This is an optimization exercise on Yosys and OpenROAD, whose aim is small area, not a production implementation.
Where RTL was checked, it was by simulation tests only, not by an equivalence proof against the original.
No functional check of the RTL was part of run 6.
Power and IR drop assume default switching activity.

`design/flow/config.mk`:
```
export PLATFORM = sky130hd
export DESIGN_NAME = controller
export DESIGN_NICKNAME = controller
export VERILOG_FILES = /design/flow/design.v
export SDC_FILE = /design/flow/constraint.sdc
export NUM_CORES = 4
export LEC_CHECK = 0
export CAP_MARGIN = 20
export CORE_MARGIN = 2
export CORE_UTILIZATION = 60
export CTS_BUF_LIST = sky130_fd_sc_hd__clkbuf_8
export CTS_CLUSTER_DIAMETER = 60
export CTS_CLUSTER_SIZE = 20
export SLEW_MARGIN = 20
```
`design/flow/constraint.sdc`:
```
create_clock -name core_clock -period 20.0 [get_ports {clk}]
set_input_delay 4.0000 -clock core_clock [delete_from_list [all_inputs] [get_ports {clk}]]
set_output_delay 4.0000 -clock core_clock [all_outputs]
set_load 0.01 [all_outputs]
```
`design/flow/design.v`:
```
module rx_ring
	(
		input				clk,
		input				rst,
		input				tick,
		input				UART_RXD,
		input				RE,
		output	[7:0]	receive_data,
		output			rx_empty
	);
	reg  [127:0] ring;
	reg  [3:0]   cq;		 
	reg  [3:0]   hp;		 
	reg  [3:0]   bitn;		 
	reg  [3:0]   sub;		 
	reg          pend;		 
	wire [7:0] last = ring[127:120];
	wire       tap = (cq == 4'd0);
	wire       bnd = tick & (sub == 4'd12);
	wire       idle = (bitn == 4'd0);
	wire       shift = tap & pend;
	wire       complete = shift & (bitn == 4'd10);
	assign receive_data = ring[8*hp +: 8];
	assign rx_empty = (hp == cq);
	always @(posedge clk) begin
		ring <= {ring[119:0], shift ? {UART_RXD, last[7:1]} : last};
		if (rst) begin
			cq <= 4'd0;
			hp <= 4'd0;
			bitn <= 4'd0;
			sub <= 4'd0;
			pend <= 1'b0;
		end else begin
			if (!complete)
				cq <= cq + 4'd1;
			if (!RE)
				hp <= hp + 4'd1;
			if (shift)
				pend <= 1'b0;
			if (tick) begin
				if (idle) begin
					if (!UART_RXD) begin
						bitn <= 4'd1;
						sub <= 4'd7;
					end
				end else if (bnd) begin
					sub <= 4'd0;
					bitn <= (bitn == 4'd10) ? 4'd0 : bitn + 4'd1;
					if (bitn >= 4'd2 && bitn <= 4'd9)
						pend <= 1'b1;
				end else
					sub <= sub + 4'd1;
			end
		end
	end
endmodule
module tx_ring
	(
		input				clk,
		input				rst,
		input				WE,
		input		[7:0]	send_data,
		output	reg		UART_TXD,
		output			tick
	);
	localparam [127:0] INV = {8{16'hff00}};
	reg  [127:0] ring;
	reg  [3:0]   wq;		 
	reg  [3:0]   rq;		 
	reg          sweep;		 
	reg  [4:0]   pre;		 
	reg  [3:0]   bitn;		 
	reg  [3:0]   sub;		 
	wire [127:0] v = ring ^ INV;
	wire [7:0]   last = v[127:120];
	wire         tap = (rq == 4'd0);
	assign       tick = tap & (pre == 5'd24);
	wire         bnd = tick & (sub == 4'd12);
	wire         idle = (bitn == 4'd0);
	wire         go = tick & idle & (wq != rq);
	wire         shift = bnd & (bitn >= 4'd1) & (bitn <= 4'd8);
	wire         done = bnd & (bitn == 4'd10);
	wire         clr = rst | sweep;
	wire [7:0] head = clr ? 8'd0 : (shift ? {1'b0, last[7:1]} : last);
	reg [127:0] vn;
	integer p;
	always @(*) begin
		vn[7:0] = head | (send_data & {8{WE & (wq == 4'd0)}});
		for (p = 1; p < 16; p = p + 1)
			vn[8*p +: 8] = v[8*(p-1) +: 8] | (send_data & {8{WE & (wq == p)}});
	end
	always @(posedge clk) begin
		ring <= vn ^ INV;
		if (rst) begin
			wq <= 4'd1;
			rq <= 4'd1;
			sweep <= 1'b1;
			pre <= 5'd0;
			bitn <= 4'd0;
			sub <= 4'd0;
			UART_TXD <= 1'b1;
		end else begin
			if (!WE)
				wq <= wq + 4'd1;
			if (!done)
				rq <= rq + 4'd1;
			if (rq == 4'd15)
				sweep <= 1'b0;
			if (tap)
				pre <= tick ? 5'd0 : pre + 5'd1;
			if (go) begin
				bitn <= 4'd1;
				sub <= 4'd0;
				UART_TXD <= 1'b0;
			end else if (tick & !idle) begin
				if (bnd) begin
					sub <= 4'd0;
					bitn <= done ? 4'd0 : bitn + 4'd1;
					UART_TXD <= shift ? last[0] : 1'b1;
				end else
					sub <= sub + 4'd1;
			end
		end
	end
endmodule
module controller
	#(
		parameter CLKS_PER_BIT = 5208,
		parameter FIFO_RX_SIZE = 16,
		parameter FIFO_TX_SIZE = 16
	)
	(
		input							clk,
		input							rst,
		output 						UART_TXD,
		input							UART_RXD,
		input							RE,
		input							WE,
		input			[7:0]			send_data,
		output		[7:0]			receive_data,
		output						rx_empty
	);
	wire tick;
	tx_ring tx (
		.clk(clk),
		.rst(rst),
		.WE(WE),
		.send_data(send_data),
		.UART_TXD(UART_TXD),
		.tick(tick)
	);
	rx_ring rx (
		.clk(clk),
		.rst(rst),
		.tick(tick),
		.UART_RXD(UART_RXD),
		.RE(RE),
		.receive_data(receive_data),
		.rx_empty(rx_empty)
	);
endmodule
```
`design/flow/flow/run.sh`:
```
#!/bin/bash
# The standard layout (standard.sh), with two changes made through ORFS's own
# make variables: port buffers use the smallest buffer cell, and clock tree
# synthesis clusters up to 20 flip-flops per clkbuf_8 and adds no dummy loads.
set -euo pipefail
bash standard.sh \
  "BUFFER_PORTS_ARGS=-buffer_cell sky130_fd_sc_hd__buf_1" \
  "CTS_ARGS=-sink_clustering_enable -repair_clock_nets -sink_clustering_size 20 -sink_clustering_max_diameter 60 -buf_list sky130_fd_sc_hd__clkbuf_8 -dont_use_dummy_load" \
  finish > flow.log 2>&1
```
`design/flow/standard.sh`:
```
#!/bin/bash
# synth_recipe.tcl (not shown) runs the flow's synth.tcl, then flattens the netlist and writes it again
# the make line also repeats each setting of config.mk as NAME=value (left out here)
make -C /OpenROAD-flow-scripts/flow DESIGN_CONFIG=/design/flow/config.mk WORK_HOME=/design/flow/orfs CLKGATE_MAP_FILE= SYNTH_SCRIPT=/design/flow/synth_recipe.tcl "${@:-finish}"
```
==> flow_metrics.env, run 1 <==
export IMPL_port_buffers=22
export IMPL_criticalPathCategory="register to output port"
export IMPL_powerDensity_nw_per_um2=95.3
export IMPL_rsz_0062_raised_after_global_routing="false"
export IMPL_core_rowCount=46
export IMPL_finalNetCount=845
export IMPL_cts_tree="built"
export IMPL_synth_top_flop_cell="sky130_fd_sc_hd__dfxtp_1"
export IMPL_drc_errors=0
export IMPL_hpwlAfterDp_mm=10.9
export IMPL_ios=23
export IMPL_fp_dieArea_um2=17000
export IMPL_synth_avg_cell_area_um2=11.6
export IMPL_run_status="complete, no violations"
export IMPL_fraction_of_registers_with_async_set_reset=0
export IMPL_detail_route_first_pass_iterations=4
export IMPL_die_w_um=130
export IMPL_hold_path_cell_count=0
export IMPL_crit_top_cell="sky130_fd_sc_hd__mux4_2"
export IMPL_final_cells=1026
export IMPL_synth_top_area_cells="sky130_fd_sc_hd__dfxtp_1, sky130_fd_sc_hd__mux4_2, sky130_fd_sc_hd__nand2_1"
export IMPL_grt_first_pass_wirelength_mm=27.7
export IMPL_ant_nets=0
export IMPL_path_buf_inv=2
export IMPL_area_growth_pct=4.50
export IMPL_grt_start_max_net_pins=39
export IMPL_critical_path_top_delay_family="multiplexers"
export IMPL_finalClockSkew_ps=56.2
export IMPL_viasPerCell=5.43
export IMPL_critical_path_arrival_ps=2900
export IMPL_post_synth_top_area_fraction=0.620
export IMPL_postCtsResizedCells=0
export IMPL_antenna_cells=0
export IMPL_num_fill_cells=1225
export IMPL_hold_path_end="rx.ring[108]$_DFF_P_"
export IMPL_routedWlPerCell_um=16.2
export IMPL_post_route_clock_period_utilization=0.345
export IMPL_fmax_mhz=145
export IMPL_most_common_layout_cells="sky130_fd_sc_hd__dfxtp_1, sky130_fd_sc_hd__nand2_1, sky130_fd_sc_hd__a21oi_1, sky130_fd_sc_hd__mux4_2, sky130_fd_sc_hd__nor2_1"
export IMPL_route_final_wire_length_mm=16.6
export IMPL_number_of_flops_mapped_to_enable_cells_by_yosys=0
export IMPL_cts_made_buffers=19
export IMPL_cp_end_kind="output port"
export IMPL_synth_yosys_warnings=2
export IMPL_max_slew_margin_rel=0.392
export IMPL_finalHoldViolCount=0
export IMPL_startpoint_type="register"
export IMPL_syn_nets=855
export IMPL_number_of_h_tree_levels=1
export IMPL_ir_drop_mv=0.0740
export IMPL_tns_ps=0
export IMPL_yosys_register_bits=296
export IMPL_tritoncts_num_sinks=296
export IMPL_timing_worst_slew_pin_value_ps=913
export IMPL_grt_total_usage=0.203
export IMPL_timing_final_setup_violations=0
export IMPL_syn_area_um2=9560
export IMPL_critical_path_reg2reg_startpoint="tx.pre[0]$_SDFFE_PP0P_"
export IMPL_critical_path_required_ps=16000
export IMPL_timing_reg2reg_setup_slack_ps=17350
export IMPL_start_util=0.609
export IMPL_r2r_end="tx.ring[4]$_DFF_P_"
export IMPL_clock_insertion_delay_at_the_later_pin_of_the_skew_report_ps=540
export IMPL_cp_slowest_stage_delay_ps=710
export IMPL_mostFrequentLayoutCell="sky130_fd_sc_hd__dfxtp_1"
export IMPL_synth_distinct_cells=58
export IMPL_power_static_leakage_nw=3.95
export IMPL_violation_count_after_the_first_detailed_route_iteration=236
export IMPL_drive_above_1_share=0.102
export IMPL_dpl_cell_count=1007
export IMPL_post_cts_setup_buffers=0
export IMPL_die_h_um=130
export IMPL_placeableCoreArea_um2=15700
export IMPL_timing_final_max_slew_violations=0
export IMPL_cell_chain_of_the_critical_path="buf_4 -> mux4_2 -> mux4_2 -> buf_1"
export IMPL_yosys_area_top_type="sky130_fd_sc_hd__dfxtp_1"
export IMPL_synth_seq_area_share=0.620
export IMPL_hold_path_class="register to register"
export IMPL_grt_ovfl_total=0
export IMPL_number_of_antenna_violations_at_the_first_check_in_global_routing=0
export IMPL_first_global_vias=5488
export IMPL_postSynthCellCount=822
export IMPL_cts_root_buffer="sky130_fd_sc_hd__clkbuf_8"
export IMPL_gp_routability_congestion=0.783
export IMPL_worstRegToRegCells=6
export IMPL_crit_path_top_delay_cell="sky130_fd_sc_hd__dfxtp_2"
export IMPL_crit_fanout=20
export IMPL_vias=5573
export IMPL_worst_hold_startpoint="rx.ring[100]$_DFF_P_"
export IMPL_cts_clk_slew_worst_paths_ps=110
export IMPL_ctsHoldBuffers=0
export IMPL_cts_max_path_buffers=3
export IMPL_finalCriticalPeriod_ps=6900
export IMPL_timing_max_cap_violations=0
cells in the mapped netlist (all sizes together) (3+ instances only):
library cell,instances
xnor2,12
a31oi,4
a211oi,4
mux4,40
dfxtp,296
nor2b,4
nand4,3
nor3,14
inv,19
a21oi,71
buf,6
a221o,6
mux2,8
nand2b,5
nand3b,3
nor4,5
ha,20
clkbuf,51
and3,7
nor3b,5
nand4b,4
o21ai,7
nand3,15
nor2,27
nand2,122
xor2,14
and2,16
mux2i,5
where the power goes:
part           internal [mW]  switching [mW]
Combinational         0.0224          0.0289
Sequential             0.633          0.0179
Clock                 0.0863           0.165
Total                  0.741           0.211
final cells by class:
type	count	area, um2	area share
Clock buffer	19	262	0.0262
Timing Repair Buffer	26	113	0.0113
Tap cell	216	270	0.0270
Multi-Input combinational cell	450	3350	0.335
Sequential cell	296	5930	0.593
Inverter	19	71.3	0.00714
cell families (layout without fill, tap and decap cells):
kind of cell / after synthesis / after routing / share of synthesized area
adder cells (fa/ha/maj): 20 / 20 / 0.0262
flip-flops: 296 / 296 / 0.620
AND/OR/NAND/NOR: 241 / 241 / 0.121
buffers and inverters: 76 / 64 / 0.0311
XOR/XNOR: 26 / 26 / 0.0238
multiplexers: 53 / 53 / 0.109
AO/OA/AOI/OAI: 110 / 110 / 0.0695
sequential cells by signal, summed over array words and instances (netlist names), 4 cells and up:
| name | cells |
|---|---|
| rx.bitn | 4 |
| rx.cq | 4 |
| rx.hp | 4 |
| rx.ring | 128 |
| rx.sub | 4 |
| tx.bitn | 4 |
| tx.pre | 5 |
| tx.ring | 128 |
| tx.rq | 4 |
| tx.sub | 4 |
| tx.wq | 4 |
worst reg2reg max path, cell delays in order, from the launching register on:
cell and delay (ps):
sky130_fd_sc_hd__dfxtp_1 350, sky130_fd_sc_hd__inv_1 70, sky130_fd_sc_hd__ha_1 140, sky130_fd_sc_hd__nand4b_1 460
sky130_fd_sc_hd__nor3_1 760, sky130_fd_sc_hd__nand2_1 370, sky130_fd_sc_hd__a221o_1 420
routing by layer:
metal,vias to the layer above,share of wire,GRT usage
li1,2771,-,-
met1,2704,0.47,0.270
met2,70,0.48,0.348
met3,28,0.035,0.0357
met4,0,0.018,0.0481
met5,-,0,0
how the worst max path moves through the flow:
stage | cells after the start | slack [ps] | from | endpoint
2_1_floorplan | 4 | 13960 | rx.hp[0]$_SDFFE_PP0N_ | receive_data[1]
3_3_place_gp | 4 | 13670 | rx.hp[0]$_SDFFE_PP0N_ | receive_data[4]
3_5_place_dp | 4 | 13600 | rx.hp[0]$_SDFFE_PP0N_ | receive_data[2]
4_1_cts | 4 | 12990 | rx.hp[0]$_SDFFE_PP0N_ | receive_data[2]
5_1_grt | 4 | 12890 | rx.hp[0]$_SDFFE_PP0N_ | receive_data[2]
6_report | 4 | 13100 | rx.hp[0]$_SDFFE_PP0N_ | receive_data[2]
through the flow:
step                      setup WS (ps)  utilization  power [mW]  area [um2]  hold slack, ps
after floorplan                   13960            -       0.700        9560             326
after global placement            13670        0.619       0.714        9730             335
after detailed placement          13600        0.619       0.716        9730             334
after CTS                         12990        0.636       0.964        9990             314
after global routing              12890        0.636       0.997        9990             317
final                             13100        0.636       0.953        9990             313
==> inputs of run 2 (changes only) <==
--- a/design/flow/design.v
+++ b/design/flow/design.v
@@ -18,40 +18,19 @@
 	wire       tap = (cq == 4'd0);
 	wire       bnd = tick & (sub == 4'd12);
 	wire       idle = (bitn == 4'd0);
+	wire       det = tick & idle & !UART_RXD;
+	wire       step = bnd & !idle;
 	wire       shift = tap & pend;
 	wire       complete = shift & (bitn == 4'd10);
 	assign receive_data = ring[8*hp +: 8];
 	assign rx_empty = (hp == cq);
 	always @(posedge clk) begin
 		ring <= {ring[119:0], shift ? {UART_RXD, last[7:1]} : last};
-		if (rst) begin
-			cq <= 4'd0;
-			hp <= 4'd0;
-			bitn <= 4'd0;
-			sub <= 4'd0;
-			pend <= 1'b0;
-		end else begin
-			if (!complete)
-				cq <= cq + 4'd1;
-			if (!RE)
-				hp <= hp + 4'd1;
-			if (shift)
-				pend <= 1'b0;
-			if (tick) begin
-				if (idle) begin
-					if (!UART_RXD) begin
-						bitn <= 4'd1;
-						sub <= 4'd7;
-					end
-				end else if (bnd) begin
-					sub <= 4'd0;
-					bitn <= (bitn == 4'd10) ? 4'd0 : bitn + 4'd1;
-					if (bitn >= 4'd2 && bitn <= 4'd9)
-						pend <= 1'b1;
-				end else
-					sub <= sub + 4'd1;
-			end
-		end
+		sub <= det ? 4'd7 : bnd ? 4'd0 : sub + {3'd0, tick & !idle};
+		pend <= (pend & !shift) | (step & (bitn >= 4'd2) & (bitn <= 4'd9));
+		cq <= rst ? 4'd0 : cq + {3'd0, !complete};
+		hp <= rst ? 4'd0 : hp + {3'd0, !RE};
+		bitn <= (rst | (step & (bitn == 4'd10))) ? 4'd0 : bitn + {3'd0, det | step};
 	end
 endmodule
 module tx_ring
@@ -78,7 +57,8 @@
 	wire         bnd = tick & (sub == 4'd12);
 	wire         idle = (bitn == 4'd0);
 	wire         go = tick & idle & (wq != rq);
-	wire         shift = bnd & (bitn >= 4'd1) & (bitn <= 4'd8);
+	wire         step = bnd & !idle;
+	wire         shift = step & (bitn <= 4'd8);
 	wire         done = bnd & (bitn == 4'd10);
 	wire         clr = rst | sweep;
 	wire [7:0] head = clr ? 8'd0 : (shift ? {1'b0, last[7:1]} : last);
@@ -91,36 +71,13 @@
 	end
 	always @(posedge clk) begin
 		ring <= vn ^ INV;
-		if (rst) begin
-			wq <= 4'd1;
-			rq <= 4'd1;
-			sweep <= 1'b1;
-			pre <= 5'd0;
-			bitn <= 4'd0;
-			sub <= 4'd0;
-			UART_TXD <= 1'b1;
-		end else begin
-			if (!WE)
-				wq <= wq + 4'd1;
-			if (!done)
-				rq <= rq + 4'd1;
-			if (rq == 4'd15)
-				sweep <= 1'b0;
-			if (tap)
-				pre <= tick ? 5'd0 : pre + 5'd1;
-			if (go) begin
-				bitn <= 4'd1;
-				sub <= 4'd0;
-				UART_TXD <= 1'b0;
-			end else if (tick & !idle) begin
-				if (bnd) begin
-					sub <= 4'd0;
-					bitn <= done ? 4'd0 : bitn + 4'd1;
-					UART_TXD <= shift ? last[0] : 1'b1;
-				end else
-					sub <= sub + 4'd1;
-			end
-		end
+		pre <= tick ? 5'd0 : pre + {4'd0, tap};
+		sub <= (go | bnd) ? 4'd0 : sub + {3'd0, tick & !idle};
+		wq <= rst ? 4'd1 : wq + {3'd0, !WE};
+		rq <= rst ? 4'd1 : rq + {3'd0, !done};
+		sweep <= rst | (sweep & (rq != 4'd15));
+		bitn <= (rst | done) ? 4'd0 : bitn + {3'd0, go | step};
+		UART_TXD <= rst | (!go & ((step & (!shift | last[0])) | (!step & UART_TXD)));
 	end
 endmodule
 module controller
==> design/flow/flow/run.sh (replaced) <==
#!/bin/bash
set -euo pipefail
bash standard.sh \
  "BUFFER_PORTS_ARGS=-buffer_cell sky130_fd_sc_hd__buf_1" \
  "CTS_ARGS=-sink_clustering_enable -repair_clock_nets -sink_clustering_size 30 -sink_clustering_max_diameter 80 -buf_list sky130_fd_sc_hd__clkbuf_16 -dont_use_dummy_load" \
  finish > flow.log 2>&1
==> run 2 against run 1 <==
Routed wire length decreased by 6.2%. Critical path depth decreased by 1. Fmax increased by 6.2%. Synthesized cell count decreased by 8.3%. Utilization increased by 1.0 points. Die area decreased by 3.8%. Sequential power increased by 3%. Setup slack improved by 400 ps. Critical path type unchanged. Largest cell class unchanged. Largest power group unchanged.
==> flow_metrics.env, run 2 <==
export IMPL_run_status="complete, no violations"
export IMPL_powerDensity_nw_per_um2=104
export IMPL_syn_area_um2=9190
export IMPL_synth_distinct_cells=45
export IMPL_finalClockSkew_ps=56.5
export IMPL_grt_ovfl_total=0
export IMPL_finalHoldViolCount=0
export IMPL_number_of_antenna_violations_at_the_first_check_in_global_routing=0
export IMPL_viasPerCell=5.52
export IMPL_criticalPathCategory="register to output port"
export IMPL_timing_worst_slew_pin_value_ps=929
export IMPL_drive_above_1_share=0.112
export IMPL_die_h_um=128
export IMPL_timing_reg2reg_setup_slack_ps=17550
export IMPL_timing_max_cap_violations=0
export IMPL_ant_nets=0
export IMPL_route_final_wire_length_mm=15.5
export IMPL_cts_max_path_buffers=3
export IMPL_syn_nets=785
export IMPL_drc_errors=0
export IMPL_yosysMostFrequentCell="sky130_fd_sc_hd__dfxtp_1"
export IMPL_ctsHoldBuffers=0
export IMPL_tritoncts_num_sinks=296
export IMPL_critical_path_arrival_ps=2500
export IMPL_fraction_of_registers_with_async_set_reset=0
export IMPL_routedWlPerCell_um=16.4
export IMPL_fp_dieArea_um2=16300
export IMPL_first_global_vias=5194
export IMPL_critPathLaunch="rx.hp[0]$_SDFF_PP0_"
export IMPL_synth_yosys_warnings=2
export IMPL_timing_final_max_slew_violations=0
export IMPL_start_util=0.609
export IMPL_finalCriticalPeriod_ps=6500
export IMPL_dpl_cell_count=931
export IMPL_cts_clk_slew_worst_paths_ps=110
export IMPL_clock_insertion_delay_at_the_later_pin_of_the_skew_report_ps=480
export IMPL_port_buffers=22
export IMPL_synthTopCellsByCount="sky130_fd_sc_hd__dfxtp_1, sky130_fd_sc_hd__nand2_1, sky130_fd_sc_hd__a21oi_1, sky130_fd_sc_hd__mux4_2, sky130_fd_sc_hd__nor2_1"
export IMPL_post_route_clock_period_utilization=0.325
export IMPL_r2r_end="rx.bitn[1]$_SDFF_PP0_"
export IMPL_detail_route_first_pass_iterations=4
export IMPL_final_cells=945
export IMPL_worstRegToRegCells=6
export IMPL_number_of_flops_mapped_to_enable_cells_by_yosys=0
export IMPL_postSynthCellCount=754
export IMPL_crit_fanout=34
export IMPL_placeableCoreArea_um2=15100
export IMPL_synth_top_flop_cell="sky130_fd_sc_hd__dfxtp_1"
export IMPL_antenna_cells=0
export IMPL_violation_count_after_the_first_detailed_route_iteration=281
export IMPL_crit_path_top_delay_cell="sky130_fd_sc_hd__dfxtp_4"
export IMPL_tns_ps=0
export IMPL_cp_end_kind="output port"
export IMPL_hpwlAfterDp_mm=10.1
export IMPL_hold_path_cell_count=1
export IMPL_die_w_um=128
export IMPL_yosys_register_bits=296
export IMPL_startpoint_type="register"
export IMPL_post_cts_setup_buffers=0
export IMPL_grt_first_pass_wirelength_mm=26.0
export IMPL_postLayoutSetupSlackWorst_ps=13500
export IMPL_grt_start_max_net_pins=35
export IMPL_rsz_0062_raised_after_global_routing="false"
export IMPL_yosys_area_top_type="sky130_fd_sc_hd__dfxtp_1"
export IMPL_synth_seq_area_share=0.645
export IMPL_crit_top_cell="sky130_fd_sc_hd__mux4_2"
export IMPL_power_static_leakage_nw=3.93
export IMPL_ios=23
export IMPL_fmax_mhz=154
export IMPL_mostFrequentLayoutCell="sky130_fd_sc_hd__dfxtp_1"
export IMPL_finalNetCount=790
export IMPL_largest_registers="rx.ring x128, tx.ring x128, tx.pre x5"
export IMPL_ir_drop_mv=0.0775
export IMPL_area_growth_pct=6.10
export IMPL_postCtsResizedCells=0
export IMPL_cts_made_buffers=14
export IMPL_number_of_h_tree_levels=1
export IMPL_max_slew_margin_rel=0.381
export IMPL_synth_avg_cell_area_um2=12.2
export IMPL_cell_chain_of_the_critical_path="mux4_2 -> mux4_2 -> buf_1"
export IMPL_cp_slowest_stage_delay_ps=790
export IMPL_most_common_layout_cells="sky130_fd_sc_hd__dfxtp_1, sky130_fd_sc_hd__nand2_1, sky130_fd_sc_hd__a21oi_1, sky130_fd_sc_hd__mux4_2, sky130_fd_sc_hd__nor2_1"
export IMPL_critical_path_required_ps=16000
export IMPL_critical_path_reg2reg_startpoint="tx.rq[3]$_SDFF_PP0_"
export IMPL_post_synth_top_area_fraction=0.645
export IMPL_vias=5215
export IMPL_synth_top_area_cells="sky130_fd_sc_hd__dfxtp_1, sky130_fd_sc_hd__mux4_2, sky130_fd_sc_hd__nand2_1"
export IMPL_grt_total_usage=0.195
export IMPL_dp_worst_setup_slack_ps=13580
export IMPL_gp_routability_congestion=0.820
export IMPL_timing_final_setup_violations=0
export IMPL_cts_tree="built"
export IMPL_hold_path_class="register to register"
export IMPL_core_rowCount=45
export IMPL_crit_path_end="receive_data[5]"
export IMPL_cts_root_buffer="sky130_fd_sc_hd__clkbuf_16"
==> run 2: cell types whose count changed after synthesis, sizes merged, moves of 5 or more <==
cell	before	now
and2	16	6
o41ai	1	6
inv	19	5
clkbuf	51	20
mux2i	5	0
nor3	14	9
nor3b	5	0
and3	7	0
xor2	14	20
nor2	27	34
buf	6	17
a221o	6	0
==> run 2: how the worst min path moves through the flow <==
stage | start | endpoint | slack [ps]
after CTS | tx.ring[77]$_DFF_P_ | tx.ring[85]$_DFF_P_ | 310
after detailed placement | rx.ring[116]$_DFF_P_ | rx.ring[124]$_DFF_P_ | 330
after floorplan | rx.ring[112]$_DFF_P_ | rx.ring[120]$_DFF_P_ | 330
after global routing | tx.ring[77]$_DFF_P_ | tx.ring[85]$_DFF_P_ | 310
final | tx.ring[77]$_DFF_P_ | tx.ring[85]$_DFF_P_ | 310
after global placement | rx.ring[89]$_DFF_P_ | rx.ring[97]$_DFF_P_ | 330
==> run 2: critical path: cells and delay by family, from the launching register on <==
kind                   cells  cell delay [ps]
multiplexers               2             1080
flip-flops                 1              790
buffers and inverters      1              140
==> run 2: layout make-up <==
type / count / area, um2
clock buffers: 14 / 350
fillers: 1158 / 5340
inverters: 5 / 18.8
multi-input cells: 416 / 3110
flip-flops and latches: 296 / 5930
well taps: 188 / 235
repair buffers: 26 / 113
==> run 2: where the power goes <==
group / switching [mW] / internal [mW] / leakage, nW
sequential: 0.0276 / 0.640 / 2.42
combinational: 0.0308 / 0.0284 / 1.33
clock: 0.164 / 0.126 / 0.173
==> run 2: metal layers <==
metal,vias up,global-route usage,wire [um]
met3,25,0.0267,426
met5,-,0,0
met2,72,0.323,7360
met1,2524,0.277,7450
met4,0,0.0459,306
li1,2594,-,-
==> run 2: cells by family (layout without fill, tap and decap cells) <==
| logic type | after synthesis | count (layout) | share of synthesized area |
|---|---|---|---|
| DFF | 296 | 296 | 0.645 |
| buffers and inverters | 42 | 45 | 0.0186 |
| muxes | 48 | 48 | 0.108 |
| and+or+nand+nor | 218 | 218 | 0.107 |
| AOI/OAI and AO/OA | 104 | 104 | 0.0708 |
| xor gates and xnor gates | 28 | 28 | 0.0267 |
| adders and majority gates | 18 | 18 | 0.0245 |
==> run 2: per-stage QoR <==
stage	hold WS, ps	util	power, mW	cell area (um2)
2_1_floorplan	326	-	0.720	9190
3_3_place_gp	333	0.623	0.738	9390
3_5_place_dp	331	0.623	0.740	9390
4_1_cts	310	0.646	1.03	9740
5_1_grt	306	0.646	1.06	9750
6_report	308	0.646	1.02	9750
==> inputs of run 3 (changes only) <==
==> design/flow/flow/run.sh (replaced) <==
#!/bin/bash
set -euo pipefail
bash standard.sh \
  "BUFFER_PORTS_ARGS=-buffer_cell sky130_fd_sc_hd__buf_1" \
  "CTS_ARGS=-sink_clustering_enable -repair_clock_nets -sink_clustering_size 12 -sink_clustering_max_diameter 40 -buf_list sky130_fd_sc_hd__clkbuf_4 -dont_use_dummy_load" \
  finish > flow.log 2>&1
==> run 3 against run 2 <==
Sequential power barely moved. Setup slack got worse by 110 ps. Fmax decreased by 1.6%. Clock skew is 32 ps higher. Register-to-register slack about the same. Clock power shrank 15%. Cell area decreased by 0.95%. Combinational power barely moved. Via count up 2.6%. Largest cell class unchanged. Largest power group unchanged.
==> flow_metrics.env, run 3 <==
export IMPL_route_final_wire_length_mm=15.8
export IMPL_ant_nets=0
export IMPL_die_h_um=128
export IMPL_cts_tree="built"
export IMPL_fp_dieArea_um2=16300
export IMPL_startpoint_type="register"
export IMPL_timing_reg2reg_setup_slack_ps=17550
export IMPL_powerDensity_nw_per_um2=101
export IMPL_most_common_layout_cells="sky130_fd_sc_hd__dfxtp_1, sky130_fd_sc_hd__nand2_1, sky130_fd_sc_hd__a21oi_1, sky130_fd_sc_hd__mux4_2"
export IMPL_p_comb_frac=0.061
export IMPL_drc_errors=0
export IMPL_num_fill_cells=1185
export IMPL_rsz_0062_raised_after_global_routing="false"
export IMPL_viasPerCell=5.54
export IMPL_grt_total_usage=0.202
export IMPL_clkPwrFrac=0.253
export IMPL_clock_insertion_delay_at_the_later_pin_of_the_skew_report_ps=630
export IMPL_number_of_flops_mapped_to_enable_cells_by_yosys=0
export IMPL_cell_chain_of_the_critical_path="mux4_2 -> mux4_2 -> buf_1"
export IMPL_synthTopCellsByCount="sky130_fd_sc_hd__dfxtp_1, sky130_fd_sc_hd__nand2_1, sky130_fd_sc_hd__a21oi_1, sky130_fd_sc_hd__mux4_2, sky130_fd_sc_hd__nor2_1"
export IMPL_max_slew_margin_rel=0.391
export IMPL_postLayoutSetupSlackWorst_ps=13400
export IMPL_port_buffers=22
export IMPL_synth_avg_cell_area_um2=12.2
export IMPL_yosys_area_top_type="sky130_fd_sc_hd__dfxtp_1"
export IMPL_synth_seq_area_share=0.645
export IMPL_timing_worst_slew_pin_value_ps=913
export IMPL_finalClockSkew_ps=88.1
export IMPL_post_synth_top_area_fraction=0.645
export IMPL_timing_final_setup_violations=0
export IMPL_crit_path_top_delay_cell="sky130_fd_sc_hd__dfxtp_4"
export IMPL_finalHoldViolCount=0
export IMPL_critical_path_required_ps=16000
export IMPL_timing_final_max_slew_violations=0
export IMPL_number_of_h_tree_levels=2
export IMPL_synth_yosys_warnings=2
export IMPL_hold_path_class="register to register"
export IMPL_yosys_register_bits=296
export IMPL_tritoncts_num_sinks=296
export IMPL_crit_fanout=34
export IMPL_die_w_um=128
export IMPL_internal_power_mw=0.747
export IMPL_hpwlAfterDp_mm=10.1
export IMPL_total_switching_power_mw=0.226
export IMPL_seq_power_share=0.686
export IMPL_finalNetCount=810
export IMPL_grt_ovfl_total=0
export IMPL_grt_first_pass_wirelength_mm=26.4
export IMPL_tns_ps=0
export IMPL_area_growth_pct=5.09
export IMPL_synth_top_area_cells="sky130_fd_sc_hd__dfxtp_1, sky130_fd_sc_hd__mux4_2, sky130_fd_sc_hd__nand2_1"
export IMPL_switching_share=0.232
export IMPL_cts_root_buffer="sky130_fd_sc_hd__clkbuf_4"
export IMPL_fraction_of_registers_with_async_set_reset=0
export IMPL_cp_slowest_stage_delay_ps=790
export IMPL_drive_above_1_share=0.135
export IMPL_syn_nets=785
export IMPL_number_of_antenna_violations_at_the_first_check_in_global_routing=1
export IMPL_synth_distinct_cells=45
export IMPL_post_cts_setup_buffers=0
export IMPL_first_global_vias=5322
export IMPL_dpl_cell_count=931
export IMPL_timing_hold_ws_ps=331
export IMPL_post_route_clock_period_utilization=0.330
export IMPL_vias=5349
export IMPL_final_cells=966
export IMPL_criticalPathCategory="register to output port"
export IMPL_cts_clk_slew_worst_paths_ps=120
export IMPL_power_static_leakage_nw=3.91
export IMPL_grt_start_max_net_pins=35
export IMPL_cts_max_path_buffers=3
export IMPL_core_rowCount=45
export IMPL_run_status="complete, no violations"
export IMPL_dp_worst_setup_slack_ps=13580
export IMPL_finalCriticalPeriod_ps=6600
export IMPL_timing_max_cap_violations=0
export IMPL_yosysMostFrequentCell="sky130_fd_sc_hd__dfxtp_1"
export IMPL_ios=23
export IMPL_mostFrequentLayoutCell="sky130_fd_sc_hd__dfxtp_1"
export IMPL_critical_path_arrival_ps=2600
export IMPL_cp_end_kind="output port"
export IMPL_largest_registers="rx.ring x128, tx.ring x128, tx.pre x5"
export IMPL_crit_top_cell="sky130_fd_sc_hd__mux4_2"
export IMPL_routedWlPerCell_um=16.4
export IMPL_synth_top_flop_cell="sky130_fd_sc_hd__dfxtp_1"
export IMPL_fmax_mhz=151
export IMPL_ctsHoldBuffers=0
export IMPL_violation_count_after_the_first_detailed_route_iteration=235
export IMPL_ir_drop_mv=0.0574
export IMPL_cts_made_buffers=34
export IMPL_syn_area_um2=9190
export IMPL_postCtsResizedCells=0
export IMPL_placeableCoreArea_um2=15100
export IMPL_gp_routability_congestion=0.820
export IMPL_postSynthCellCount=754
export IMPL_detail_route_first_pass_iterations=4
export IMPL_start_util=0.609
[run 3: cell counts after synthesis]
Identical to the previous run, type by type.
[run 3: worst max-delay path, delay by kind of cell, from the launching register on]
| family | cells | cell delay (ps) |
|---|---|---|
| flops | 1 | 790 |
| buf+inv | 1 | 140 |
| mux | 2 | 1070 |
[run 3: layout make-up]
| cell class | instances | area [um2] | area share |
|---|---|---|---|
| repair buffers | 26 | 113 | 0.0117 |
| multi-input cells | 416 | 3110 | 0.322 |
| inverters | 5 | 18.8 | 0.00194 |
| flip-flops and latches | 296 | 5930 | 0.614 |
| diodes | 1 | 2.50 | 0.000259 |
| clock buffers | 34 | 255 | 0.0264 |
| well taps | 188 | 235 | 0.0244 |
[run 3: metrics by stage]
step / power [mW] / cell area (um2) / util
detailed placement: 0.740 / 9390 / 0.623
global route: 1.02 / 9660 / 0.640
global placement: 0.738 / 9390 / 0.623
floorplan: 0.720 / 9190 / -
CTS: 0.984 / 9650 / 0.639
finish: 0.973 / 9660 / 0.640
[run 3: per-layer routing]
layer	part of all wire	wire, um	track usage
met2	0.46	7350	0.319
met1	0.47	7490	0.277
met4	0.021	339	0.0782
met3	0.041	657	0.0405
met5	0	0	0
[run 3: path summary, 6_finish.rpt]
check                  startpoint                    end  cells past startpoint
max           rx.hp[0]$_SDFF_PP0_        receive_data[4]                      3
min          rx.ring[111]$_DFF_P_   rx.ring[119]$_DFF_P_                      0
max reg2reg   tx.rq[3]$_SDFF_PP0_  rx.bitn[1]$_SDFF_PP0_                      6
min reg2reg  rx.ring[111]$_DFF_P_   rx.ring[119]$_DFF_P_                      0
[run 3: power groups by stage]
| stage | Clock, mW | Combinational (mW) | Sequential (mW) |
|---|---|---|---|
| final | 0.247 | 0.0593 | 0.667 |
| after global routing | 0.283 | 0.0669 | 0.673 |
| after CTS | 0.256 | 0.0602 | 0.668 |
| after detailed placement | 0 | 0.0596 | 0.680 |
| after global placement | 0 | 0.0578 | 0.680 |
| after floorplan | 0 | 0.0522 | 0.668 |
[run 3: cell families (layout without fill, tap and decap cells)]
family,Yosys count,count (layout),synth area share
AOI/OAI and AO/OA,104,104,0.0708
xor gates and xnor gates,28,28,0.0267
adders and majority gates,18,18,0.0245
buffers and inverters,42,65,0.0186
DFF,296,296,0.645
muxes,48,48,0.108
other,0,1,0
and+or+nand+nor,218,218,0.107
==> inputs of run 4 (changes only) <==
==> design/flow/config.mk (replaced) <==
export PLATFORM = sky130hd
export DESIGN_NAME = controller
export DESIGN_NICKNAME = controller
export VERILOG_FILES = /design/flow/design.v
export SDC_FILE = /design/flow/constraint.sdc
export NUM_CORES = 4
export LEC_CHECK = 0
export CAP_MARGIN = 0
export CORE_MARGIN = 2
export CORE_UTILIZATION = 60
export SLEW_MARGIN = 0
==> run 4 against run 3 <==
Hold slack lost 8.1 ps. Critical path depth is the same. Synthesized area is the same. Sequential share of layout area is essentially flat. Clock-buffer cell count is the same. Routed wire length shrank 0.11%. Cell area is essentially flat. Global-route usage is the same. Clock skew grew 7.3 ps. Critical endpoint unchanged.
==> flow_metrics.env, run 4 <==
export IMPL_most_common_layout_cells="sky130_fd_sc_hd__dfxtp_1, sky130_fd_sc_hd__nand2_1, sky130_fd_sc_hd__a21oi_1, sky130_fd_sc_hd__mux4_2"
export IMPL_power_static_leakage_nw=3.91
export IMPL_finalClockSkew_ps=95.5
export IMPL_post_route_clock_period_utilization=0.348
export IMPL_final_cells=966
export IMPL_drc_errors=0
export IMPL_finalCriticalPeriod_ps=6950
export IMPL_timing_final_setup_violations=0
export IMPL_post_synth_top_area_fraction=0.645
export IMPL_startpoint_type="register"
export IMPL_ir_drop_mv=0.0576
export IMPL_synth_yosys_warnings=2
export IMPL_viasPerCell=5.50
export IMPL_max_slew_margin_rel=0.229
export IMPL_timing_worst_slew_pin_value_ps=1160
export IMPL_fmax_mhz=144
export IMPL_critical_path_reg2reg_startpoint="tx.rq[3]$_SDFF_PP0_"
export IMPL_dpl_cell_count=931
export IMPL_grt_ovfl_total=0
export IMPL_synth_top_flop_cell="sky130_fd_sc_hd__dfxtp_1"
export IMPL_timing_max_cap_violations=0
export IMPL_gp_routability_congestion=0.820
export IMPL_yosys_area_top_type="sky130_fd_sc_hd__dfxtp_1"
export IMPL_crit_fanout=34
export IMPL_postCtsResizedCells=0
export IMPL_synth_distinct_cells=45
export IMPL_synth_top_area_cells="sky130_fd_sc_hd__dfxtp_1, sky130_fd_sc_hd__mux4_2, sky130_fd_sc_hd__nand2_1"
export IMPL_drive_above_1_share=0.134
export IMPL_first_global_vias=5322
export IMPL_start_util=0.609
export IMPL_rsz_0062_raised_after_global_routing="false"
export IMPL_yosysMostFrequentCell="sky130_fd_sc_hd__dfxtp_1"
export IMPL_postLayoutSetupSlackWorst_ps=13050
export IMPL_core_rowCount=45
export IMPL_fp_dieArea_um2=16300
export IMPL_critPathLaunch="rx.hp[0]$_SDFF_PP0_"
export IMPL_hpwlAfterDp_mm=10.1
export IMPL_ctsHoldBuffers=0
export IMPL_critical_path_arrival_ps=2950
export IMPL_clock_insertion_delay_at_the_later_pin_of_the_skew_report_ps=630
export IMPL_timing_reg2reg_setup_slack_ps=17560
export IMPL_ios=23
export IMPL_cp_end_kind="output port"
export IMPL_post_cts_setup_buffers=0
export IMPL_globalRouteMet2Util=0.319
export IMPL_postSynthCellCount=754
export IMPL_utilization=0.640
export IMPL_detail_route_first_pass_iterations=5
export IMPL_area_growth_pct=5.01
export IMPL_placeableCoreArea_um2=15100
export IMPL_syn_area_um2=9190
export IMPL_vias=5316
export IMPL_synth_avg_cell_area_um2=12.2
export IMPL_hold_path_class="register to register"
export IMPL_cts_root_buffer="sky130_fd_sc_hd__clkbuf_4"
export IMPL_grt_start_max_net_pins=35
export IMPL_num_fill_cells=1188
export IMPL_number_of_h_tree_levels=2
export IMPL_cts_clk_slew_worst_paths_ps=120
export IMPL_port_buffers=22
export IMPL_number_of_antenna_violations_at_the_first_check_in_global_routing=1
export IMPL_tritoncts_num_sinks=296
export IMPL_grt_total_usage=0.202
export IMPL_finalNetCount=810
export IMPL_cts_made_buffers=34
export IMPL_grtUsageMet3=0.0405
export IMPL_die_h_um=128
export IMPL_synthTopCellsByCount="sky130_fd_sc_hd__dfxtp_1, sky130_fd_sc_hd__nand2_1, sky130_fd_sc_hd__a21oi_1, sky130_fd_sc_hd__mux4_2, sky130_fd_sc_hd__nor2_1"
export IMPL_number_of_flops_mapped_to_enable_cells_by_yosys=0
export IMPL_cts_max_path_buffers=3
export IMPL_largest_registers="rx.ring x128, tx.ring x128, tx.pre x5"
export IMPL_cts_tree="built"
export IMPL_global_route_peak_usage_layer="met2"
export IMPL_mostFrequentLayoutCell="sky130_fd_sc_hd__dfxtp_1"
export IMPL_violation_count_after_the_first_detailed_route_iteration=254
export IMPL_finalHoldViolCount=0
export IMPL_fraction_of_registers_with_async_set_reset=0
export IMPL_tns_ps=0
export IMPL_timing_final_max_slew_violations=0
export IMPL_criticalPathCategory="register to output port"
export IMPL_r2r_end="rx.bitn[1]$_SDFF_PP0_"
export IMPL_route_final_wire_length_mm=15.8
export IMPL_die_w_um=128
export IMPL_worstRegToRegCells=6
export IMPL_critical_path_required_ps=16000
export IMPL_powerDensity_nw_per_um2=101
export IMPL_ant_nets=0
export IMPL_run_status="complete, no violations"
export IMPL_dp_worst_setup_slack_ps=13580
export IMPL_grt_first_pass_wirelength_mm=26.4
export IMPL_syn_nets=785
export IMPL_grtUsageMet1=0.277
export IMPL_crit_path_end="receive_data[4]"
export IMPL_synth_seq_area_share=0.645
export IMPL_routedWlPerCell_um=16.4
export IMPL_yosys_register_bits=296
[run 4: worst min-delay path by stage]
stage	start	endpoint	slack, ps	depth (start not counted)
global placement	rx.ring[89]$_DFF_P_	rx.ring[97]$_DFF_P_	330	0
detailed placement	rx.ring[116]$_DFF_P_	rx.ring[124]$_DFF_P_	330	0
finish	tx.ring[0]$_DFF_P_	tx.ring[8]$_DFF_P_	320	1
floorplan	rx.ring[112]$_DFF_P_	rx.ring[120]$_DFF_P_	330	0
CTS	tx.ring[0]$_DFF_P_	tx.ring[8]$_DFF_P_	320	1
global route	tx.ring[0]$_DFF_P_	tx.ring[8]$_DFF_P_	330	1
[run 4: layout make-up]
cell class | count | area [um2] | share of cell area
Antenna cell | 1 | 2.50 | 0.000259
Clock buffer | 34 | 255 | 0.0264
Inverter | 5 | 18.8 | 0.00194
Multi-Input combinational cell | 416 | 3100 | 0.321
Sequential cell | 296 | 5930 | 0.614
Tap cell | 188 | 235 | 0.0244
Timing Repair Buffer | 26 | 113 | 0.0117
[run 4: per-stage QoR]
stage               total power, mW  hold slack (ps)  cell area (um2)
floorplan                     0.720              326             9190
global placement              0.738              333             9390
detailed placement            0.740              331             9390
CTS                           0.984              324             9650
global route                   1.02              332             9650
finish                        0.974              323             9650
[run 4: critical path, cell delays in order (launching register included)]
cell and delay (ps):
sky130_fd_sc_hd__dfxtp_2 1110, sky130_fd_sc_hd__mux4_2 630, sky130_fd_sc_hd__mux4_2 470, sky130_fd_sc_hd__buf_1 140
[run 4: cells by family (layout without fill, tap and decap cells)]
kind of cell	Yosys count	count (layout)	share of synthesized area
AOI/OAI and AO/OA	104	104	0.0708
xor gates and xnor gates	28	28	0.0267
adders and majority gates	18	18	0.0245
buffers and inverters	42	65	0.0186
DFF	296	296	0.645
muxes	48	48	0.108
other	0	1	0
and+or+nand+nor	218	218	0.107
[run 4: metal layers]
metal  share of wire  vias up
li1                -     2642
met1            0.47     2542
met2            0.46       98
met3           0.045       34
met4           0.023        0
met5               0        -
[run 4: report_power, final]
part | internal [mW] | total (mW) | leakage [nW] | switching (mW)
Combinational | 0.0285 | 0.0593 | 1.33 | 0.0308
Sequential | 0.640 | 0.667 | 2.42 | 0.0273
Clock | 0.0791 | 0.247 | 0.156 | 0.168
Total | 0.748 | 0.974 | 3.91 | 0.226
==> inputs of run 5 (changes only) <==
==> design/flow/flow/run.sh (replaced) <==
#!/bin/bash
# The standard layout (standard.sh), with two changes made through ORFS's own
# make variables: port buffers use the smallest buffer cell, and clock tree
# synthesis clusters up to 20 flip-flops per clkbuf_8 and adds no dummy loads.
set -euo pipefail
bash standard.sh \
  "BUFFER_PORTS_ARGS=-buffer_cell sky130_fd_sc_hd__buf_1" \
  "CTS_ARGS=-sink_clustering_enable -repair_clock_nets -sink_clustering_size 20 -sink_clustering_max_diameter 60 -buf_list sky130_fd_sc_hd__clkbuf_8 -dont_use_dummy_load" \
  finish > flow.log 2>&1
--- a/design/flow/config.mk
+++ b/design/flow/config.mk
@@ -5,7 +5,10 @@
 export SDC_FILE = /design/flow/constraint.sdc
 export NUM_CORES = 4
 export LEC_CHECK = 0
-export CAP_MARGIN = 0
+export CAP_MARGIN = 20
 export CORE_MARGIN = 2
 export CORE_UTILIZATION = 60
-export SLEW_MARGIN = 0
+export CTS_BUF_LIST = sky130_fd_sc_hd__clkbuf_8
+export CTS_CLUSTER_DIAMETER = 60
+export CTS_CLUSTER_SIZE = 20
+export SLEW_MARGIN = 20
==> run 5 against run 4 <==
Clock-buffer cell count shrank 15. Still clean. Critical path depth is the same. Sequential power is essentially flat. Flip-flop and latch count is the same. Power is essentially flat. Combinational power is essentially flat. Critical endpoint unchanged. Largest cell class unchanged. Setup slack gained 440 ps. Synthesized area is the same. Non-clock buffer count is the same. Highest routed layer unchanged. Synthesized cell count is the same. Routed wire length shrank 1.4%. Critical path type unchanged.
==> flow_metrics.env, run 5 <==
export IMPL_tns_ps=0
export IMPL_cts_max_path_buffers=3
export IMPL_vias=5250
export IMPL_syn_nets=785
export IMPL_powerDensity_nw_per_um2=101
export IMPL_cts_clk_slew_worst_paths_ps=110
export IMPL_grt_total_usage=0.195
export IMPL_post_cts_setup_buffers=0
export IMPL_post_synth_top_area_fraction=0.645
export IMPL_largest_registers="rx.ring x128, tx.ring x128, tx.pre x5"
export IMPL_worstRegToRegCells=6
export IMPL_synth_xor_area_frac=0.0267
export IMPL_ir_drop_mv=0.0691
export IMPL_mostFrequentLayoutCell="sky130_fd_sc_hd__dfxtp_1"
export IMPL_cts_root_buffer="sky130_fd_sc_hd__clkbuf_8"
export IMPL_finalHoldViolCount=0
export IMPL_grtUsageMet1=0.273
export IMPL_grt_first_pass_wirelength_mm=25.9
export IMPL_route_final_wire_length_mm=15.6
export IMPL_synth_top_area_cells="sky130_fd_sc_hd__dfxtp_1, sky130_fd_sc_hd__mux4_2, sky130_fd_sc_hd__nand2_1"
export IMPL_number_of_antenna_violations_at_the_first_check_in_global_routing=0
export IMPL_number_of_flops_mapped_to_enable_cells_by_yosys=0
export IMPL_synth_avg_cell_area_um2=12.2
export IMPL_area_growth_pct=5.13
export IMPL_timing_worst_slew_pin_value_ps=928
export IMPL_utilization=0.640
export IMPL_muxShareOfSynthArea=0.108
export IMPL_yosys_register_bits=296
export IMPL_grt_start_max_net_pins=35
export IMPL_gp_routability_congestion=0.820
export IMPL_critical_path_required_ps=16000
export IMPL_synth_seq_area_share=0.645
export IMPL_finalClockSkew_ps=77.7
export IMPL_hold_path_class="register to register"
export IMPL_run_status="complete, no violations"
export IMPL_start_util=0.609
export IMPL_power_static_leakage_nw=3.90
export IMPL_max_slew_margin_rel=0.381
export IMPL_ios=23
export IMPL_hpwlAfterDp_mm=10.1
export IMPL_post_route_clock_period_utilization=0.326
export IMPL_cp_end_kind="output port"
export IMPL_die_h_um=128
export IMPL_drive_above_1_share=0.118
export IMPL_fraction_of_registers_with_async_set_reset=0
export IMPL_timing_reg2reg_setup_slack_ps=17550
export IMPL_grt_ovfl_total=0
export IMPL_synth_adder_area_share=0.0245
export IMPL_criticalPathCategory="register to output port"
export IMPL_synth_compound_gate_area_share=0.0708
export IMPL_fp_dieArea_um2=16300
export IMPL_design_power_total_mw=0.974
export IMPL_global_route_peak_usage_layer="met2"
export IMPL_violation_count_after_the_first_detailed_route_iteration=309
export IMPL_placeableCoreArea_um2=15100
export IMPL_startpoint_type="register"
export IMPL_most_common_layout_cells="sky130_fd_sc_hd__dfxtp_1, sky130_fd_sc_hd__nand2_1, sky130_fd_sc_hd__a21oi_1, sky130_fd_sc_hd__mux4_2, sky130_fd_sc_hd__nor2_1"
export IMPL_synthTopCellsByCount="sky130_fd_sc_hd__dfxtp_1, sky130_fd_sc_hd__nand2_1, sky130_fd_sc_hd__a21oi_1, sky130_fd_sc_hd__mux4_2, sky130_fd_sc_hd__nor2_1"
export IMPL_critical_path_arrival_ps=2520
export IMPL_first_global_vias=5244
export IMPL_finalCriticalPeriod_ps=6520
export IMPL_timing_max_cap_violations=0
export IMPL_yosys_area_top_type="sky130_fd_sc_hd__dfxtp_1"
export IMPL_globalRouteMet2Util=0.324
export IMPL_ctsHoldBuffers=0
export IMPL_die_w_um=128
export IMPL_tritoncts_num_sinks=296
export IMPL_grtUsageMet3=0.0267
export IMPL_synth_yosys_warnings=2
export IMPL_fmax_mhz=153
export IMPL_synth_distinct_cells=45
export IMPL_cts_tree="built"
export IMPL_rsz_0062_raised_after_global_routing="false"
export IMPL_clock_insertion_delay_at_the_later_pin_of_the_skew_report_ps=530
export IMPL_yosysMostFrequentCell="sky130_fd_sc_hd__dfxtp_1"
export IMPL_timing_final_max_slew_violations=0
export IMPL_synth_top_flop_cell="sky130_fd_sc_hd__dfxtp_1"
export IMPL_number_of_h_tree_levels=1
export IMPL_port_buffers=22
export IMPL_crit_fanout=34
export IMPL_antenna_cells=0
export IMPL_synth_simple_gate_area_share=0.107
export IMPL_synth_top_family_by_area="multiplexers"
export IMPL_routedWlPerCell_um=16.4
export IMPL_viasPerCell=5.53
export IMPL_num_fill_cells=1172
export IMPL_finalNetCount=795
export IMPL_core_rowCount=45
export IMPL_cts_made_buffers=19
export IMPL_postSynthCellCount=754
export IMPL_syn_area_um2=9190
export IMPL_drc_errors=0
export IMPL_ant_nets=0
export IMPL_postCtsResizedCells=0
export IMPL_detail_route_first_pass_iterations=4
export IMPL_hold_path_cell_count=0
export IMPL_timing_final_setup_violations=0
## run 5: worst paths after layout
path | from | to
setup / recovery | rx.hp[0]$_SDFF_PP0_ | receive_data[4]
hold / removal | rx.ring[38]$_DFF_P_ | rx.ring[46]$_DFF_P_
setup reg to reg | tx.rq[2]$_SDFF_PP0_ | rx.bitn[1]$_SDFF_PP0_
hold reg to reg | rx.ring[38]$_DFF_P_ | rx.ring[46]$_DFF_P_
## run 5: metrics by stage
| step | area, um2 | hold WS (ps) | setup WS, ps | std cells |
|---|---|---|---|---|
| after global placement | 9390 | 333 | 13650 | 931 |
| final | 9660 | 317 | 13480 | 950 |
| after global routing | 9660 | 335 | 13320 | 950 |
| after CTS | 9660 | 313 | 13020 | 950 |
| after floorplan | 9190 | 326 | 14080 | 754 |
| after detailed placement | 9390 | 331 | 13580 | 931 |
## run 5: cell type report
class                   instances  area, um2  area share
flip-flops and latches        296       5930       0.614
repair buffers                 26        113      0.0117
multi-input cells             416       3110       0.321
well taps                     188        235      0.0243
clock buffers                  19        262      0.0271
inverters                       5       18.8     0.00194
## run 5: where the power goes
group	internal (mW)	leakage (nW)	switching (mW)
sequential	0.640	2.42	0.0274
combinational	0.0284	1.33	0.0307
clock	0.0863	0.137	0.162
total	0.755	3.90	0.220
## run 5: critical path, stage by stage, from the launching register on
cell and delay (ps):
sky130_fd_sc_hd__dfxtp_4 770, sky130_fd_sc_hd__mux4_2 610, sky130_fd_sc_hd__mux4_2 470, sky130_fd_sc_hd__buf_1 140
## run 5: layer usage
layer / up-vias / routed length, um
li1: 2593 / -
met1: 2560 / 7460
met2: 73 / 7390
met3: 24 / 499
met4: 0 / 244
met5: - / 0
## run 5: cell families (layout without fill, tap and decap cells)
family | count (synthesis) | in the layout
flops | 296 | 296
buf+inv | 42 | 50
xor+xnor | 28 | 28
compound gates | 104 | 104
simple gates | 218 | 218
fa+ha+maj | 18 | 18
mux | 48 | 48
==> inputs of run 6 (changes only) <==
--- a/design/flow/design.v
+++ b/design/flow/design.v
@@ -22,7 +22,18 @@
 	wire       step = bnd & !idle;
 	wire       shift = tap & pend;
 	wire       complete = shift & (bitn == 4'd10);
-	assign receive_data = ring[8*hp +: 8];
+	wire [15:0] sel;
+	genvar g, b;
+	generate for (g = 0; g < 16; g = g + 1) begin : dec
+		assign sel[g] = (hp == g);
+	end endgenerate
+	generate for (b = 0; b < 8; b = b + 1) begin : lane
+		wire [15:0] col;
+		for (g = 0; g < 16; g = g + 1) begin : st
+			assign col[g] = ring[8*g+b];
+		end
+		rx_sel m (.sel(sel), .d(col), .y(receive_data[b]));
+	end endgenerate
 	assign rx_empty = (hp == cq);
 	always @(posedge clk) begin
 		ring <= {ring[119:0], shift ? {UART_RXD, last[7:1]} : last};
@@ -32,6 +43,9 @@
 		hp <= rst ? 4'd0 : hp + {3'd0, !RE};
 		bitn <= (rst | (step & (bitn == 4'd10))) ? 4'd0 : bitn + {3'd0, det | step};
 	end
+endmodule
+module rx_sel (input [15:0] sel, input [15:0] d, output y);
+	assign y = |(sel & d);
 endmodule
 module tx_ring
 	(
@@ -62,15 +76,24 @@
 	wire         done = bnd & (bitn == 4'd10);
 	wire         clr = rst | sweep;
 	wire [7:0] head = clr ? 8'd0 : (shift ? {1'b0, last[7:1]} : last);
-	reg [127:0] vn;
-	integer p;
-	always @(*) begin
-		vn[7:0] = head | (send_data & {8{WE & (wq == 4'd0)}});
-		for (p = 1; p < 16; p = p + 1)
-			vn[8*p +: 8] = v[8*(p-1) +: 8] | (send_data & {8{WE & (wq == p)}});
-	end
+	wire [15:0] w;
+	genvar g, b;
+	generate for (g = 0; g < 16; g = g + 1) begin : dec
+		assign w[g] = WE & (wq == g);
+	end endgenerate
+	wire [7:0] dn = ~send_data;
+	wire [127:0] qn;
+	assign qn[7:0] = head | (send_data & {8{w[0]}});
+	generate for (g = 1; g < 16; g = g + 1) begin : row
+		for (b = 0; b < 8; b = b + 1) begin : col
+			if (g & 1)
+				assign qn[8*g+b] = ~((w[g] & send_data[b]) | ring[8*(g-1)+b]);
+			else
+				tx_oai c (.a(~w[g]), .b(dn[b]), .c(ring[8*(g-1)+b]), .y(qn[8*g+b]));
+		end
+	end endgenerate
 	always @(posedge clk) begin
-		ring <= vn ^ INV;
+		ring <= qn;
 		pre <= tick ? 5'd0 : pre + {4'd0, tap};
 		sub <= (go | bnd) ? 4'd0 : sub + {3'd0, tick & !idle};
 		wq <= rst ? 4'd1 : wq + {3'd0, !WE};
@@ -79,6 +102,9 @@
 		bitn <= (rst | done) ? 4'd0 : bitn + {3'd0, go | step};
 		UART_TXD <= rst | (!go & ((step & (!shift | last[0])) | (!step & UART_TXD)));
 	end
+endmodule
+module tx_oai (input a, input b, input c, output y);
+	assign y = ~((a | b) & c);
 endmodule
 module controller
 	#(
==> design/flow/flow/run.sh (replaced) <==
#!/bin/bash
set -euo pipefail
bash standard.sh \
  "SYNTH_KEEP_MODULES=tx_oai rx_sel" \
  "BUFFER_PORTS_ARGS=-buffer_cell sky130_fd_sc_hd__buf_1" \
  "CTS_ARGS=-sink_clustering_enable -repair_clock_nets -sink_clustering_size 12 -sink_clustering_max_diameter 40 -buf_list sky130_fd_sc_hd__clkbuf_4 -dont_use_dummy_load" \
  finish > flow.log 2>&1
==> design/flow/config.mk (replaced) <==
export PLATFORM = sky130hd
export DESIGN_NAME = controller
export DESIGN_NICKNAME = controller
export VERILOG_FILES = /design/flow/design.v
export SDC_FILE = /design/flow/constraint.sdc
export NUM_CORES = 4
export LEC_CHECK = 0
export CAP_MARGIN = 0
export CORE_MARGIN = 2
export CORE_UTILIZATION = 60
export SLEW_MARGIN = 0
==> run 6 against run 5 <==
Final cell count grew 1.8%. Critical path depth grew 2. Clock skew shrank 19 ps. Register-to-register slack lost 60 ps. Flip-flop and latch count is the same. Non-clock buffer count is the same. Power shrank 0.43%. Setup slack lost 330 ps.
==> flow_metrics.env, run 6 <==
export IMPL_timing_hold_ws_ps=322
export IMPL_hold_path_class="register to register"
export IMPL_syn_nets=774
export IMPL_num_fill_cells=1163
export IMPL_muxShareOfSynthArea=0.00995
export IMPL_area_growth_pct=5.50
export IMPL_grt_total_usage=0.232
export IMPL_fraction_of_registers_with_async_set_reset=0
export IMPL_cts_tree="built"
export IMPL_cts_clk_slew_worst_paths_ps=110
export IMPL_synth_distinct_cells=48
export IMPL_cts_root_buffer="sky130_fd_sc_hd__clkbuf_4"
export IMPL_viasPerCell=5.90
export IMPL_synth_top_family_by_area="compound AO/OA/AOI/OAI gates"
export IMPL_synth_avg_cell_area_um2=12.2
export IMPL_ctsHoldBuffers=0
export IMPL_critical_path_required_ps=16000
export IMPL_hpwlAfterDp_mm=12.2
export IMPL_placeableCoreArea_um2=14600
export IMPL_routedWlPerCell_um=18.6
export IMPL_placedInstanceArea_um2=9300
export IMPL_finalClockSkew_ps=58.5
export IMPL_die_h_um=127
export IMPL_criticalPathCategory="register to output port"
export IMPL_start_util=0.618
export IMPL_routed_wl_met2_mm=8.83
export IMPL_yosys_area_top_type="sky130_fd_sc_hd__dfxtp_1"
export IMPL_violation_count_after_the_first_detailed_route_iteration=310
export IMPL_detail_route_wirelength_met1_mm=7.93
export IMPL_crit_fanout=10
export IMPL_utilization=0.652
export IMPL_gp_routability_congestion=0.807
export IMPL_route_met3_wl_um=684
export IMPL_final_area_um2=9550
export IMPL_ant_nets=0
export IMPL_tns_ps=0
export IMPL_die_w_um=127
export IMPL_ios=23
export IMPL_first_global_vias=5990
export IMPL_power_static_leakage_nw=3.76
export IMPL_postSynthCellCount=743
export IMPL_core_rowCount=44
export IMPL_synth_compound_gate_area_share=0.179
export IMPL_dp_worst_setup_slack_ps=13780
export IMPL_synth_adder_area_share=0.0249
export IMPL_mostFrequentLayoutCell="sky130_fd_sc_hd__dfxtp_1"
export IMPL_finalCriticalPeriod_ps=6850
export IMPL_vias=5702
export IMPL_grt_start_max_net_pins=26
export IMPL_number_of_antenna_violations_at_the_first_check_in_global_routing=1
export IMPL_cts_max_path_buffers=3
export IMPL_syn_area_um2=9050
export IMPL_yosys_register_bits=296
export IMPL_detail_route_first_pass_iterations=4
export IMPL_cts_made_buffers=34
export IMPL_tritoncts_num_sinks=296
export IMPL_postLayoutSetupSlackWorst_ps=13150
export IMPL_fp_dieArea_um2=16100
export IMPL_multiInputGateArea_um2=2980
export IMPL_synth_yosys_warnings=2
export IMPL_post_route_clock_period_utilization=0.342
export IMPL_post_synth_top_area_fraction=0.654
export IMPL_timing_worst_slew_pin_value_ps=1280
export IMPL_grt_ovfl_total=0
export IMPL_synth_top_area_cells="sky130_fd_sc_hd__dfxtp_1, sky130_fd_sc_hd__a221oi_2, sky130_fd_sc_hd__a21oi_1"
export IMPL_ir_drop_mv=0.0680
export IMPL_synth_simple_gate_area_share=0.0850
export IMPL_finalHoldViolCount=0
export IMPL_fmax_mhz=146
export IMPL_synth_top_flop_cell="sky130_fd_sc_hd__dfxtp_1"
export IMPL_final_seq_area_um2=5930
export IMPL_timing_max_cap_violations=0
export IMPL_timing_final_max_slew_violations=0
export IMPL_timing_final_setup_violations=0
export IMPL_postCtsResizedCells=0
export IMPL_powerDensity_nw_per_um2=102
export IMPL_max_slew_margin_rel=0.147
export IMPL_startpoint_type="register"
export IMPL_number_of_flops_mapped_to_enable_cells_by_yosys=0
export IMPL_drc_errors=0
export IMPL_drive_above_1_share=0.132
export IMPL_port_buffers=22
export IMPL_post_cts_setup_buffers=0
export IMPL_routed_top_layer="met4"
export IMPL_cp_end_kind="output port"
export IMPL_finalNetCount=815
export IMPL_grt_first_pass_wirelength_mm=29.6
export IMPL_most_common_layout_cells="sky130_fd_sc_hd__dfxtp_1, sky130_fd_sc_hd__a21oi_1, sky130_fd_sc_hd__o21ai_1, sky130_fd_sc_hd__nor2_1, sky130_fd_sc_hd__clkbuf_4"
export IMPL_clock_insertion_delay_at_the_later_pin_of_the_skew_report_ps=610
export IMPL_synthTopCellsByCount="sky130_fd_sc_hd__dfxtp_1, sky130_fd_sc_hd__a21oi_1, sky130_fd_sc_hd__o21ai_1, sky130_fd_sc_hd__nor2_1, sky130_fd_sc_hd__a22o_1"
export IMPL_synth_seq_area_share=0.654
export IMPL_number_of_h_tree_levels=2
export IMPL_synth_xor_area_frac=0.0271
export IMPL_yosysMostFrequentCell="sky130_fd_sc_hd__dfxtp_1"
export IMPL_rsz_0062_raised_after_global_routing="false"
export IMPL_run_status="complete, no violations"
export IMPL_route_final_wire_length_mm=18.0
export IMPL_largest_registers="rx.ring x128, tx.ring x128, tx.pre x5"
export IMPL_critical_path_arrival_ps=2850
run 6: cell count changes after synthesis, sizes merged, moves of 8 or more:
cell,change
nand2,-109
o21ai,+62
mux4,-40
a221oi,+32
a22o,+28
buf,-12
nand3,+8
nand4,+8
run 6: per-layer routing:
layer | up-vias | track usage
met5 | - | 0
met4 | 0 | 0.0989
met3 | 49 | 0.0447
met2 | 139 | 0.399
met1 | 2742 | 0.285
li1 | 2772 | -
run 6: cell families (layout without fill, tap and decap cells):
group           count (synthesis)  count (layout)
xor+xnor                       28              28
flops                         296             296
simple gates                  142             142
buf+inv                        33              72
fa+ha+maj                      18              18
other cells                     0               1
mux                             8               8
compound gates                218             218
run 6: path summary, 6_finish.rpt:
check                        from               endpoint  slack, ps  depth (start not counted)
max           rx.hp[2]$_SDFF_PP0_        receive_data[4]      13150                          5
max reg2reg   tx.rq[0]$_SDFF_PP1_  rx.bitn[1]$_SDFF_PP0_      17490                          8
min          rx.ring[101]$_DFF_P_   rx.ring[109]$_DFF_P_        320                          0
min reg2reg  rx.ring[101]$_DFF_P_   rx.ring[109]$_DFF_P_        320                          0
run 6: per-module statistics from Yosys (local to each module, per instance):
module	area [um2]	times used	flip-flops and latches	cells
tx_oai	5.00	56	0	1
rx_sel	101	8	0	9
controller	7960	1	296	615
run 6: layout make-up:
class	count	share of cell area
Antenna cell	1	0.000262
Tap cell	184	0.0241
Inverter	12	0.00472
Multi-Input combinational cell	414	0.312
Clock buffer	34	0.0267
Sequential cell	296	0.620
Timing Repair Buffer	26	0.0118
run 6: through the flow:
step	std cells	power, mW
floorplan	743	0.716
global placement	932	0.734
detailed placement	932	0.737
CTS	966	0.981
global route	967	1.02
finish	967	0.970
run 6: where the power goes:
part	switching, mW	internal, mW
combinational	0.0333	0.0268
sequential	0.0241	0.639
clock	0.168	0.0791
run 6: worst max-delay path, stage by stage, from the launching register on:
cell and delay [ps]:
sky130_fd_sc_hd__dfxtp_1 590, sky130_fd_sc_hd__nand2_1 200, sky130_fd_sc_hd__nor3_2 960, sky130_fd_sc_hd__a221oi_2 180, sky130_fd_sc_hd__nand4_1 170, sky130_fd_sc_hd__buf_1 160

## afterwards: timing with drivers on the ports
Ports are ideal in the flow. The routed layouts listed here were re-timed in OpenROAD. Step 1: set_driving_cell puts a clkbuf_16 on clk and a buf_2 on each other input, an assumption about the parent block. Step 2 also shifts input and output timing later by t, the mid clock arrival at the registers, as if the neighbouring blocks saw the same clock. Three values: ideal ports, drivers, drivers and shift; two values: the first two.
run | t (ns) | setup slack, ns | clock arrival spread, ns
run 1 | 0.552 | 13.099 / 13.060 / 13.612 | 0.056 / 0.056
run 2 | 0.492 | 13.502 / 13.461 / 13.953 | 0.060 / 0.060
run 3 | 0.619 | 13.396 / 13.359 / 13.978 | 0.089 / 0.089
run 4 | 0.621 | 13.046 / 13.008 / 13.629 | 0.096 / 0.096
run 5 | 0.529 | 13.484 / 13.449 / 13.978 | 0.078 / 0.078
run 6 | 0.619 | 13.155 / 13.118 / 13.737 | 0.061 / 0.061
After both steps every run listed still meets setup and hold.
